This is an optimization exercise on Yosys and OpenROAD, whose aim is small area, not a production implementation.
The RTL was checked by simulation tests, not by an equivalence proof against the original design.
The flow treats the clock pin as an ideal source, which a real chip does not have.
Power is estimated from default activity; no workload was simulated.

// RhythmGame_Top
module RhythmGame_Top (
    input  wire        CLOCK_50,
    input  wire [3:0]  KEY,
    input  wire [9:0]  SW,
    output wire [6:0]  HEX0, HEX1, HEX2, HEX3, HEX4, HEX5,
    output wire [9:0]  LEDR,
    output wire [7:0]  o_DM_Row,
    output wire [7:0]  o_DM_Col,
    output wire        o_Piezo
);
Size in the first run: roughly 920 cells after synthesis, about 84 I/O pins.
==> flow/config.mk <==
export PLATFORM = sky130hd
export DESIGN_NAME = RhythmGame_Top
export DESIGN_NICKNAME = RhythmGame_Top
export VERILOG_FILES = /design/flow/design.v
export SDC_FILE = /design/flow/constraint.sdc
export NUM_CORES = 4
export LEC_CHECK = 0
export CAP_MARGIN = 0
export CORE_MARGIN = 2
export CORE_UTILIZATION = 65
export GPL_TIMING_DRIVEN = 0
export SLEW_MARGIN = 0
==> flow/constraint.sdc <==
create_clock -name core_clock -period 25.0 [get_ports {CLOCK_50}]
set_input_delay 5.0000 -clock core_clock [delete_from_list [all_inputs] [get_ports {CLOCK_50}]]
set_output_delay 5.0000 -clock core_clock [all_outputs]
set_load 0.01 [all_outputs]
standard.sh (not shown) runs the stock make flow with config.mk's settings and CLKGATE_MAP_FILE= SYNTH_SCRIPT=/design/flow/synth_recipe.tcl, a recipe that flattens the netlist after the stock synthesis.
==> flow/flow/run.sh <==
#!/bin/bash
# Standard synthesis, then the combinational logic is re-mapped for area with
# ABC (flip-flops untouched), then the standard layout steps. Ports are
# buffered with the smallest buffer; CTS takes the arguments in cts_args.txt
# and cts_post.tcl then shrinks clock buffers where the clock slew allows.
set -euo pipefail
HERE=$(pwd)
RES=$HERE/orfs/results/$FLOW_PLATFORM/RhythmGame_Top/base
bash standard.sh $RES/1_2_yosys.v > synth.log 2>&1
cp $RES/1_2_yosys.v $HERE/1_2_yosys_standard.v
export REOPT_LIB=$FLOW_HOME/platforms/$FLOW_PLATFORM/lib/sky130_fd_sc_hd__tt_025C_1v80.lib
export REOPT_IN=$HERE/1_2_yosys_standard.v
export REOPT_DONT_USE="$(make -s -C $FLOW_HOME DESIGN_CONFIG=$FLOW_CONFIG print-DONT_USE_CELLS 2>/dev/null | sed "s/^DONT_USE_CELLS: //")"
# several ABC runs with different seeds; keep the smallest netlist
for S in 1 2 3 4; do
  sed "s/@SEED@/$S/" flow/reopt.abc > reopt_$S.abc
  REOPT_ABC=$HERE/reopt_$S.abc REOPT_OUT=$HERE/reopt_$S.v \
    yosys -c flow/reopt.tcl > reopt_$S.log 2>&1 &
done
wait
BEST=""; BESTA=""
for S in 1 2 3 4; do
  A=$(grep "Chip area for module" reopt_$S.log | tail -1 | awk '{print $NF}')
  echo "seed $S: area $A" >> reopt.log
  if [[ -n "$A" && -s reopt_$S.v ]] && { [[ -z "$BESTA" ]] || python3 -c "import sys; sys.exit(0 if $A < $BESTA else 1)"; }; then
    BEST=$S; BESTA=$A
  fi
done
echo "best seed $BEST: area $BESTA" >> reopt.log
cp reopt_$BEST.v $RES/1_2_yosys.v
touch $RES/1_2_yosys.v
bash standard.sh "BUFFER_PORTS_ARGS=-buffer_cell sky130_fd_sc_hd__buf_1" \
  "CTS_ARGS=$(cat flow/cts_args.txt)" "POST_CTS_TCL=$HERE/flow/cts_post.tcl" \
  finish > layout.log 2>&1
==> flow/flow/cts_post.tcl <==
set slew_limit 0.112
set sizes {sky130_fd_sc_hd__clkbuf_2 sky130_fd_sc_hd__clkbuf_4}
proc max_clk_slew {} {
  estimate_parasitics -placement
  set mx 0
  foreach p [get_pins -hierarchical */CLK] {
    set s [get_property $p slew_max]
    if { $s > $mx } { set mx $s }
  }
  return $mx
}
puts "cts_post: max clock pin slew before: [max_clk_slew]"
set bufs {}
foreach i [[ord::get_db_block] getInsts] {
  set m [[$i getMaster] getName]
  if { [string match clkbuf_* [$i getName]] && $m eq "sky130_fd_sc_hd__clkbuf_8" } {
    lappend bufs [$i getName]
  }
}
# leaf buffers first, the root (clkbuf_0_*) last
set bufs [lsort -command {apply {{a b} {
  expr {[string match clkbuf_0_* $a] - [string match clkbuf_0_* $b]}}}} $bufs]
foreach b $bufs {
  set orig [[[[ord::get_db_block] findInst $b] getMaster] getName]
  set done 0
  foreach c $sizes {
    replace_cell $b $c
    set s [max_clk_slew]
    if { $s <= $slew_limit } {
      puts "cts_post: $b $orig -> $c (max slew $s)"
      set done 1
      break
    }
  }
  if { !$done } {
    replace_cell $b $orig
    puts "cts_post: $b stays $orig"
  }
}
puts "cts_post: max clock pin slew after: [max_clk_slew]"
detailed_placement
check_placement -verbose
==> flow/flow/reopt.abc <==
strash; &get -n; &deepsyn -T 60 -S @SEED@; &put; dch -f; amap
==> flow/flow/reopt.tcl <==
# Re-optimise the combinational logic of the standard synthesis netlist.
# Flip-flops and tie cells stay as they are (same instances, names and types);
# every other cell is read as its liberty function, flattened and re-mapped.
yosys -import
set lib $::env(REOPT_LIB)
set in  $::env(REOPT_IN)
set out $::env(REOPT_OUT)
read_liberty -ignore_miss_func $lib
read_verilog $in
hierarchy -top $::env(FLOW_TOP)
blackbox sky130_fd_sc_hd__df* sky130_fd_sc_hd__edf* sky130_fd_sc_hd__sdf* sky130_fd_sc_hd__conb_1
flatten
hierarchy -top $::env(FLOW_TOP)
opt -purge
set du {}
foreach c $::env(REOPT_DONT_USE) { lappend du -dont_use $c }
abc -liberty $lib {*}$du -script $::env(REOPT_ABC)
opt_clean -purge
hierarchy -top $::env(FLOW_TOP)
stat -liberty $lib
write_verilog -noattr -nohex -nodec $out
Other scripts of this flow, unchanged in this note and not shown: flow/flow/cts_args.txt
==> next run, changes <==
--- a/flow/flow/run.sh
+++ b/flow/flow/run.sh
@@ -12,0 +13,2 @@
+export REOPT_OUT=$RES/1_2_yosys.v
+export REOPT_ABC=$HERE/flow/reopt.abc
@@ -14,17 +16,2 @@
-# several ABC runs with different seeds; keep the smallest netlist
-for S in 1 2 3 4; do
-  sed "s/@SEED@/$S/" flow/reopt.abc > reopt_$S.abc
-  REOPT_ABC=$HERE/reopt_$S.abc REOPT_OUT=$HERE/reopt_$S.v \
-    yosys -c flow/reopt.tcl > reopt_$S.log 2>&1 &
-done
-wait
-BEST=""; BESTA=""
-for S in 1 2 3 4; do
-  A=$(grep "Chip area for module" reopt_$S.log | tail -1 | awk '{print $NF}')
-  echo "seed $S: area $A" >> reopt.log
-  if [[ -n "$A" && -s reopt_$S.v ]] && { [[ -z "$BESTA" ]] || python3 -c "import sys; sys.exit(0 if $A < $BESTA else 1)"; }; then
-    BEST=$S; BESTA=$A
-  fi
-done
-echo "best seed $BEST: area $BESTA" >> reopt.log
-cp reopt_$BEST.v $RES/1_2_yosys.v
+echo "dont use: $REOPT_DONT_USE" > reopt.log
+yosys -c flow/reopt.tcl >> reopt.log 2>&1
--- a/flow/flow/cts_post.tcl
+++ b/flow/flow/cts_post.tcl
@@ -1 +1 @@
-set slew_limit 0.112
+set slew_limit 0.110
@@ -20,3 +19,0 @@
-# leaf buffers first, the root (clkbuf_0_*) last
-set bufs [lsort -command {apply {{a b} {
-  expr {[string match clkbuf_0_* $a] - [string match clkbuf_0_* $b]}}}} $bufs]
==> flow/flow/reopt.abc (replaced) <==
strash; &get -n; &deepsyn -T 30; &put; dch -f; amap
- CAP_MARGIN: 0 -> 20
- GPL_TIMING_DRIVEN: 0 -> unset
- SLEW_MARGIN: 0 -> 20
After rerunning:
- synthesized cell count rose by 0.65%
- final area is about the same
- setup slack is better by 0.78 ns
- utilization barely changes
- fmax goes up by 6.3%
- clock-buffer cell count stays the same
==> next run, changes <==
--- a/flow/flow/cts_post.tcl
+++ b/flow/flow/cts_post.tcl
@@ -1 +1 @@
-set slew_limit 0.110
+set slew_limit 0.122
@@ -19,0 +20,3 @@
+# leaf buffers first, the root (clkbuf_0_*) last
+set bufs [lsort -command {apply {{a b} {
+  expr {[string match clkbuf_0_* $a] - [string match clkbuf_0_* $b]}}}} $bufs]
Outcome: Final cell count grows by about 0.75%. Utilization is lower by 0.34 points. Critical path depth fell by 2. Sequential share of layout area barely changes. Global-route usage falls by 0.62 points. Area after synthesis went up by 0.47%. Total power decreases by about 2.8%. Wire length fell by 1.3%. Worst hold slack loses 0.011 ns. Die area is higher by 0.45%. Register-to-register slack gets better by 0.26 ns.

* * *

RhythmGame_Top, a different RTL version from the one above (not shown whole).
Size in the first run: roughly 8100 µm² of cells after synthesis.
export LEC_CHECK = 0
export CAP_MARGIN = 20
export CORE_MARGIN = 2
export CORE_UTILIZATION = 65
export SLEW_MARGIN = 20
create_clock -name core_clock -period 25.0 [get_ports {CLOCK_50}]
==> flow/flow/run.sh <==
#!/bin/bash
# Standard synthesis, then the combinational logic is re-mapped for area with
# ABC (flip-flops untouched), then the standard layout steps. Ports are
# buffered with the smallest buffer; CTS takes the arguments in cts_args.txt
# and cts_post.tcl then shrinks clock buffers where the clock slew allows.
set -euo pipefail
HERE=$(pwd)
RES=$HERE/orfs/results/$FLOW_PLATFORM/RhythmGame_Top/base
bash standard.sh $RES/1_2_yosys.v > synth.log 2>&1
cp $RES/1_2_yosys.v $HERE/1_2_yosys_standard.v
export REOPT_LIB=$FLOW_HOME/platforms/$FLOW_PLATFORM/lib/sky130_fd_sc_hd__tt_025C_1v80.lib
export REOPT_IN=$HERE/1_2_yosys_standard.v
export REOPT_DONT_USE="$(make -s -C $FLOW_HOME DESIGN_CONFIG=$FLOW_CONFIG print-DONT_USE_CELLS 2>/dev/null | sed "s/^DONT_USE_CELLS: //")"
# several ABC runs with different seeds; keep the smallest netlist
for S in 1 2 3 4; do
  sed "s/@SEED@/$S/" flow/reopt.abc > reopt_$S.abc
  REOPT_ABC=$HERE/reopt_$S.abc REOPT_OUT=$HERE/reopt_$S.v \
    yosys -c flow/reopt.tcl > reopt_$S.log 2>&1 &
done
wait
BEST=""; BESTA=""
for S in 1 2 3 4; do
  A=$(grep "Chip area for module" reopt_$S.log | tail -1 | awk '{print $NF}')
  echo "seed $S: area $A" >> reopt.log
  if [[ -n "$A" && -s reopt_$S.v ]] && { [[ -z "$BESTA" ]] || python3 -c "import sys; sys.exit(0 if $A < $BESTA else 1)"; }; then
    BEST=$S; BESTA=$A
  fi
done
echo "best seed $BEST: area $BESTA" >> reopt.log
cp reopt_$BEST.v $RES/1_2_yosys.v
touch $RES/1_2_yosys.v
bash standard.sh "BUFFER_PORTS_ARGS=-buffer_cell sky130_fd_sc_hd__buf_1" \
  "CTS_ARGS=$(cat flow/cts_args.txt)" "POST_CTS_TCL=$HERE/flow/cts_post.tcl" \
  finish > layout.log 2>&1
==> flow/flow/reopt.abc <==
strash; &get -n; &deepsyn -T 60 -S @SEED@; &put; dch -f; amap
Scripts as last shown in full above: flow/flow/reopt.tcl
Other scripts of this flow, unchanged in this note and not shown: flow/flow/cts_args.txt, flow/flow/cts_post.tcl
The first run completed with no timing, DRC or antenna violations.
Next try:
--- a/flow/flow/run.sh
+++ b/flow/flow/run.sh
@@ -14,5 +14,13 @@
-# several ABC runs with different seeds; keep the smallest netlist
-for S in 1 2 3 4; do
-  sed "s/@SEED@/$S/" flow/reopt.abc > reopt_$S.abc
-  REOPT_ABC=$HERE/reopt_$S.abc REOPT_OUT=$HERE/reopt_$S.v \
-    yosys -c flow/reopt.tcl > reopt_$S.log 2>&1 &
+# several ABC runs (scripts reopt*.abc, each with several seeds, 4 at a
+# time); keep the smallest netlist
+JOBS=()
+for F in flow/reopt*.abc; do
+  for S in 1 2 3 4 5 6; do JOBS+=("$F:$S"); done
+done
+N=0
+for J in "${JOBS[@]}"; do
+  F=${J%%:*}; S=${J##*:}; N=$((N+1))
+  sed "s/@SEED@/$S/" $F > reopt_$N.abc
+  REOPT_ABC=$HERE/reopt_$N.abc REOPT_OUT=$HERE/reopt_$N.v \
+    yosys -c flow/reopt.tcl > reopt_$N.log 2>&1 &
+  if (( N % 4 == 0 )); then wait; fi
@@ -22,5 +30,5 @@
-for S in 1 2 3 4; do
-  A=$(grep "Chip area for module" reopt_$S.log | tail -1 | awk '{print $NF}')
-  echo "seed $S: area $A" >> reopt.log
-  if [[ -n "$A" && -s reopt_$S.v ]] && { [[ -z "$BESTA" ]] || python3 -c "import sys; sys.exit(0 if $A < $BESTA else 1)"; }; then
-    BEST=$S; BESTA=$A
+for K in $(seq 1 $N); do
+  A=$(grep "Chip area for module" reopt_$K.log | tail -1 | awk '{print $NF}')
+  echo "run $K ($(head -c 200 reopt_$K.abc)): area $A" >> reopt.log
+  if [[ -n "$A" && -s reopt_$K.v ]] && { [[ -z "$BESTA" ]] || python3 -c "import sys; sys.exit(0 if $A < $BESTA else 1)"; }; then
+    BEST=$K; BESTA=$A
@@ -29 +37 @@
-echo "best seed $BEST: area $BESTA" >> reopt.log
+echo "best run $BEST: area $BESTA" >> reopt.log
==> flow/flow/reopt.abc (replaced) <==
strash; &get -n; &deepsyn -T 40 -S @SEED@; &put; dch -f; amap
==> flow/flow/reopt_mfs.abc (new file) <==
strash; &get -n; &deepsyn -T 40 -S @SEED@; &put; if -K 6; mfs -W 20; strash; dch -f; amap
After rerunning: The new run went through all stages and came out clean; synthesized cell count goes up slightly; cell count goes up slightly; flip-flop and latch count stays the same.

* * *

Setup of violet:
Another version of the RTL of RhythmGame_Top (not shown whole).
Size: ~84 I/O pins, roughly 0.0082 mm^2 of cells after synthesis.
==> flow/config.mk <==
export PLATFORM = sky130hd
export DESIGN_NAME = RhythmGame_Top
export DESIGN_NICKNAME = RhythmGame_Top
export VERILOG_FILES = /design/flow/design.v
export SDC_FILE = /design/flow/constraint.sdc
export NUM_CORES = 4
export LEC_CHECK = 0
export CAP_MARGIN = 20
export CORE_MARGIN = 2
export CORE_UTILIZATION = 65
export SLEW_MARGIN = 20
==> flow/constraint.sdc <==
create_clock -name core_clock -period 25.0 [get_ports {CLOCK_50}]
set_input_delay 5.0000 -clock core_clock [delete_from_list [all_inputs] [get_ports {CLOCK_50}]]
set_output_delay 5.0000 -clock core_clock [all_outputs]
set_load 0.01 [all_outputs]
==> flow/flow/run.sh <==
#!/bin/bash
# Standard synthesis, then the combinational logic is re-mapped for area with
# ABC (flip-flops untouched), then the standard layout steps. Ports are
# buffered with the smallest buffer; CTS takes the arguments in cts_args.txt
# and cts_post.tcl then shrinks clock buffers where the clock slew allows.
set -euo pipefail
HERE=$(pwd)
RES=$HERE/orfs/results/$FLOW_PLATFORM/RhythmGame_Top/base
bash standard.sh $RES/1_2_yosys.v > synth.log 2>&1
cp $RES/1_2_yosys.v $HERE/1_2_yosys_standard.v
export REOPT_LIB=$FLOW_HOME/platforms/$FLOW_PLATFORM/lib/sky130_fd_sc_hd__tt_025C_1v80.lib
export REOPT_IN=$HERE/1_2_yosys_standard.v
export REOPT_DONT_USE="$(make -s -C $FLOW_HOME DESIGN_CONFIG=$FLOW_CONFIG print-DONT_USE_CELLS 2>/dev/null | sed "s/^DONT_USE_CELLS: //")"
# several ABC runs (scripts reopt*.abc, each with several seeds, 4 at a
# time); keep the smallest netlist
JOBS=()
for F in flow/reopt*.abc; do
  for S in 1; do JOBS+=("$F:$S"); done
done
N=0
for J in "${JOBS[@]}"; do
  F=${J%%:*}; S=${J##*:}; N=$((N+1))
  sed "s/@SEED@/$S/" $F > reopt_$N.abc
  REOPT_ABC=$HERE/reopt_$N.abc REOPT_OUT=$HERE/reopt_$N.v \
    yosys -c flow/reopt.tcl > reopt_$N.log 2>&1 &
  if (( N % 4 == 0 )); then wait; fi
done
wait
BEST=""; BESTA=""
for K in $(seq 1 $N); do
  A=$(grep "Chip area for module" reopt_$K.log | tail -1 | awk '{print $NF}')
  echo "run $K ($(head -c 200 reopt_$K.abc)): area $A" >> reopt.log
  if [[ -n "$A" && -s reopt_$K.v ]] && { [[ -z "$BESTA" ]] || python3 -c "import sys; sys.exit(0 if $A < $BESTA else 1)"; }; then
    BEST=$K; BESTA=$A
  fi
done
echo "best run $BEST: area $BESTA" >> reopt.log
cp reopt_$BEST.v $RES/1_2_yosys.v
touch $RES/1_2_yosys.v
bash standard.sh "BUFFER_PORTS_ARGS=-buffer_cell sky130_fd_sc_hd__buf_1" \
  "CTS_ARGS=$(cat flow/cts_args.txt)" "POST_CTS_TCL=$HERE/flow/cts_post.tcl" \
  finish > layout.log 2>&1
==> flow/flow/cts_args.txt <==
-sink_clustering_enable -repair_clock_nets -buf_list sky130_fd_sc_hd__clkbuf_8 -dont_use_dummy_load -sink_clustering_size 25 -sink_clustering_max_diameter 100
Scripts as last shown in full above: flow/flow/reopt.tcl
Other scripts of this flow, unchanged in this note and not shown: flow/flow/cts_post.tcl, flow/flow/reopt.abc
Relative to violet, the following input files were edited for cedar:
-- flow/flow/run.sh --
<<< violet, line 16
JOBS=()
for F in flow/reopt*.abc; do
  for S in 1; do JOBS+=("$F:$S"); done
done
N=0
>>> cedar, line 16
JOBS=()
for F in flow/reopt*.abc; do
  for S in 1 2 3 4 5 6 7 8; do JOBS+=("$F:$S"); done
done
N=0
==> flow/flow/cts_args.txt <==
-sink_clustering_enable -repair_clock_nets -buf_list sky130_fd_sc_hd__clkbuf_8 -dont_use_dummy_load
==> notes.md <==
- The netlist area before placement of cedar was superior to that of violet.
- Looking at power, cedar sits below violet.
- On via count of the first global-routing pass: cedar sits below violet.
- The worst endpoint data arrival time in cedar sits 0.27 ns below the value recorded for violet.

==> port drivers added, routing unchanged <==
In the flow no input, the clock included, has a driving cell. The finished layouts below were timed again as built, in two steps. Step 1: set_driving_cell puts a clkbuf_16 on CLOCK_50 and a buf_2 on each other input, an assumption about the parent block. Step 2 also shifts input and output timing later by t, the mid clock arrival at the registers, as if the neighbouring blocks saw the same clock. Three values: ideal, step 1, step 2; two values: the first two.
| run | shift t [ns] | setup WS [ns] | worst register clock-pin slew, ns | worst data-port slew with drivers (ns) | cell pins on the clock port's net |
|---|---|---|---|---|---|
| the first run of note 1 | 0.627 | 11.855 / 11.825 / 11.825 | 0.11 / 0.11 | 0.03 | 1 |
| the second run of note 1 | 0.828 | 12.639 / 12.618 / 12.618 | 0.11 / 0.11 | 0.03 | 1 |
| the third run of note 1 | 0.784 | 12.529 / 12.505 / 12.505 | 0.12 / 0.12 | 0.03 | 1 |
| the first run of note 2 | 0.597 | 12.604 / 12.582 / 12.582 | 0.12 / 0.12 | 0.03 | 1 |
| the second run of note 2 | 0.609 | 12.427 / 12.404 / 12.404 | 0.11 / 0.11 | 0.03 | 1 |
| violet | 0.477 | 12.398 / 12.373 / 12.373 | 0.11 / 0.11 | 0.04 | 1 |
| cedar | 0.631 | 12.672 / 12.649 / 12.649 | 0.12 / 0.12 | 0.03 | 1 |
After both steps setup and hold are still met in every run listed. The setup slack of the first run of note 1, which loses most, moves by -0.030 ns with the drivers and by -0.030 ns with both steps.
